Source: an optimization exercise on an open RTL-to-GDS flow (aim: small area). Production flows keep margins and buffers that such runs may drop.
The RTL was checked by simulation tests, not by an equivalence proof against the original design.

Setup of alpha:
Design cordic_vectoring_top, start of the top module:
module cordic_vectoring_top #(parameter data_width=16,cordic_steps=16,angle_width=20)(
    input clk,
    input nreset,
    input enable,
    input signed [data_width-1:0] x_vec_in,
    input signed [data_width-1:0] y_vec_in,
    output wire signed [data_width-1:0] x_vec_out,
    output [cordic_steps-1:0] micro_rotation,
    output signed [angle_width-1:0] angle,
    output done
    );
Size in the first run: about 3,100 cells after synthesis, roughly 240 flip-flops, about 88 I/O pins, about 26,000 um2 of cells after synthesis.
Settings: LEC_CHECK=0, ABC_AREA=1, CAP_MARGIN=20, CORE_MARGIN=2, CORE_UTILIZATION=50, CTS_CLUSTER_DIAMETER=80, CTS_CLUSTER_SIZE=40, PLACE_DENSITY=0.65, SLEW_MARGIN=20; clock period 7.0 ns.
run.sh (not shown) runs the stock make flow with config.mk's settings and CLKGATE_MAP_FILE= SYNTH_SCRIPT=/design/flow/synth_recipe.tcl, a recipe that flattens the netlist after the stock synthesis.
--- input diff alpha..beta ---
- CORE_UTILIZATION: 50 -> 40
- PLACE_DENSITY: 0.65 -> 0.5
- CTS_CLUSTER_DIAMETER: 80 -> unset
- CTS_CLUSTER_SIZE: 40 -> unset
==> comparison <==
Detailed route, beta vs alpha: via total lower for beta
The final layout from beta, which completed every stage, passed the timing, design-rule and antenna checks at the end of the flow.
Max actual transition at the worst max-transition pin across beta and alpha: alpha
Diff alpha -> beta: sequential share of layout area -0.49 points, wire length +about 3%.
Routing usage on met3 came out lower on beta than on alpha.
beta vs alpha — average wire per standard cell dropped by a few percent
The inputs of gamma differ from those of beta as listed below.
- a change of PLACE_DENSITY from 0.5 to 0.65
- an added CTS_CLUSTER_DIAMETER of 80
- an added CTS_CLUSTER_SIZE of 40
- an added SETUP_SLACK_MARGIN of -0.2
- a change of CORE_UTILIZATION from 40 to 50
==> flow/flow/run.sh (new file) <==
#!/bin/bash
# The standard layout, with the port buffers made of the smallest buffer cell
# instead of the default clkdlybuf4s50_1. Every port still gets its buffer.
export BUFFER_PORTS_ARGS="-buffer_cell sky130_fd_sc_hd__buf_1"
bash standard.sh > standard.log 2>&1
==> flow/standard.sh (new file) <==
#!/bin/bash
# synth_recipe.tcl (not shown) runs the flow's synth.tcl, then flattens the netlist and writes it again
# the make line also repeats each setting of config.mk as NAME=value (left out here)
make -C /OpenROAD-flow-scripts/flow DESIGN_CONFIG=/design/flow/config.mk WORK_HOME=/design/flow/orfs CLKGATE_MAP_FILE= SYNTH_SCRIPT=/design/flow/synth_recipe.tcl "${@:-finish}"
removed: flow/run.sh
==> comparison <==
A termination of the worst setup path of xr_4[15]$_DFF_P_ is what gamma shows, while angle[12] belongs to beta.
For the cell area, gamma came in 1500 um2 lower than beta did.
Of gamma and beta, it is gamma that has the lower number of placed cells counting well taps.
Comparing beta and gamma, register-to-register slack is lower on gamma.
Area taken by flip-flops and latches across beta and gamma: no real change.
## Diff of input files: delta against gamma
- SETUP_SLACK_MARGIN: -0.2 -> unset
diff --git a/flow/flow/run.sh b/flow/flow/run.sh
--- a/flow/flow/run.sh
+++ b/flow/flow/run.sh
@@ -3,0 +4 @@
+cp standard.sh standard_copy.sh.txt 2>/dev/null
==> summary.txt <==
- Looking at clock buffer count, delta sits 3 lower than gamma does.
- Sort delta and gamma by fraction of layout instances using a drive strength above 1 desc -> top: delta
- delta: filler cell count 42 below gamma
The inputs of epsilon differ from those of delta as listed below.
- removing CTS_CLUSTER_DIAMETER (formerly 80)
- removing CTS_CLUSTER_SIZE (formerly 40)
==> flow/run.sh (new file) <==
#!/bin/bash
# synth_recipe.tcl (not shown) runs the flow's synth.tcl, then flattens the netlist and writes it again
# the make line also repeats each setting of config.mk as NAME=value (left out here)
make -C /OpenROAD-flow-scripts/flow DESIGN_CONFIG=/design/flow/config.mk WORK_HOME=/design/flow/orfs CLKGATE_MAP_FILE= SYNTH_SCRIPT=/design/flow/synth_recipe.tcl finish
removed: flow/flow/run.sh
removed: flow/standard.sh
==> comparison <==
Cmp epsilon and delta / minimum clock period / lower: epsilon
Compared epsilon vs delta, and routed wire length is up in epsilon.
On area taken by flip-flops and latches, epsilon tracks delta almost exactly.
Highest clock rate: delta vs epsilon, no meaningful difference
Reported for epsilon and delta, total of buffers placed on input and output ports turned out identical to the last digit.

---

Starting RTL as in the previous note.
==> flow/config.mk <==
export PLATFORM = sky130hd
export DESIGN_NAME = cordic_vectoring_top
export DESIGN_NICKNAME = cordic_vectoring_top
export VERILOG_FILES = /design/flow/design.v
export SDC_FILE = /design/flow/constraint.sdc
export NUM_CORES = 4
export LEC_CHECK = 0
export ABC_AREA = 1
export CAP_MARGIN = 20
export CORE_MARGIN = 2
export CORE_UTILIZATION = 50
export CTS_CLUSTER_DIAMETER = 80
export CTS_CLUSTER_SIZE = 40
export PLACE_DENSITY = 0.65
export SLEW_MARGIN = 20
==> flow/constraint.sdc <==
create_clock -name core_clock -period 7.0 [get_ports {clk}]
set_input_delay 1.4000 -clock core_clock [delete_from_list [all_inputs] [get_ports {clk}]]
set_output_delay 1.4000 -clock core_clock [all_outputs]
set_load 0.01 [all_outputs]
standard.sh (not shown) runs the stock make flow with config.mk's settings and CLKGATE_MAP_FILE= SYNTH_SCRIPT=/design/flow/synth_recipe.tcl, a recipe that flattens the netlist after the stock synthesis.
==> flow/flow/run.sh <==
#!/bin/bash
# The standard layout, with the port buffers made of the smallest buffer cell
# instead of the default clkdlybuf4s50_1. Every port still gets its buffer.
export BUFFER_PORTS_ARGS="-buffer_cell sky130_fd_sc_hd__buf_1"
bash standard.sh > standard.log 2>&1
Then changed:
==> flow/run.sh (new file) <==
#!/bin/bash
# synth_recipe.tcl (not shown) runs the flow's synth.tcl, then flattens the netlist and writes it again
# the make line also repeats each setting of config.mk as NAME=value (left out here)
make -C /OpenROAD-flow-scripts/flow DESIGN_CONFIG=/design/flow/config.mk WORK_HOME=/design/flow/orfs CLKGATE_MAP_FILE= SYNTH_SCRIPT=/design/flow/synth_recipe.tcl finish
- CAP_MARGIN: 20 -> 0
- CORE_UTILIZATION: 50 -> 60
- CTS_CLUSTER_DIAMETER: 80 -> default
- CTS_CLUSTER_SIZE: 40 -> default
- PLACE_DENSITY: 0.65 -> 0.75
- SLEW_MARGIN: 20 -> 0
removed: flow/flow/run.sh
removed: flow/standard.sh
Effect: The new run finished with timing, DRC and antenna clean; wire length went up by 3.5%; worst hold slack barely changes; worst setup slack degrades by 46 ps; synthesized cell count does not change.

static timing again, ports no longer ideal:
The flow's constraints put no driver on any port. The routed layouts listed below were extracted and timed again, unchanged, in two steps.
Step 1 (the two cells are an assumption about what drives the block):
set clk [get_ports {clk}]
set_driving_cell -lib_cell sky130_fd_sc_hd__clkbuf_16 $clk
set_driving_cell -lib_cell sky130_fd_sc_hd__buf_2 [delete_from_list [all_inputs] $clk]
Step 2 adds t to the input delays and takes it off the output delays; t is the mean of the earliest and latest rising clock arrival at the registers after step 1. Input paths then give back, and output paths get back, about the clock's delay inside the block.
a / b / c = ideal ports / drivers / drivers and shift; a / b = the first two.
| run | t (ns) | slack for setup (ns) | latest minus earliest clock arrival (ns) |
|---|---|---|---|
| alpha | 0.566 | 0.285 / 0.229 / 0.379 | 0.021 / 0.021 |
| beta | 0.633 | 0.378 / 0.315 / 0.435 | 0.032 / 0.033 |
| gamma | 0.587 | 0.157 / 0.136 / 0.157 | 0.039 / 0.039 |
| delta | 0.585 | 0.299 / 0.299 / 0.299 | 0.045 / 0.045 |
| epsilon | 0.609 | 0.309 / 0.254 / 0.359 | 0.026 / 0.027 |
| the first run of note 2 | 0.585 | 0.299 / 0.299 / 0.299 | 0.045 / 0.045 |
| the second run of note 2 | 0.628 | 0.253 / 0.253 / 0.253 | 0.039 / 0.040 |
After both steps setup and hold are still met in every run listed.
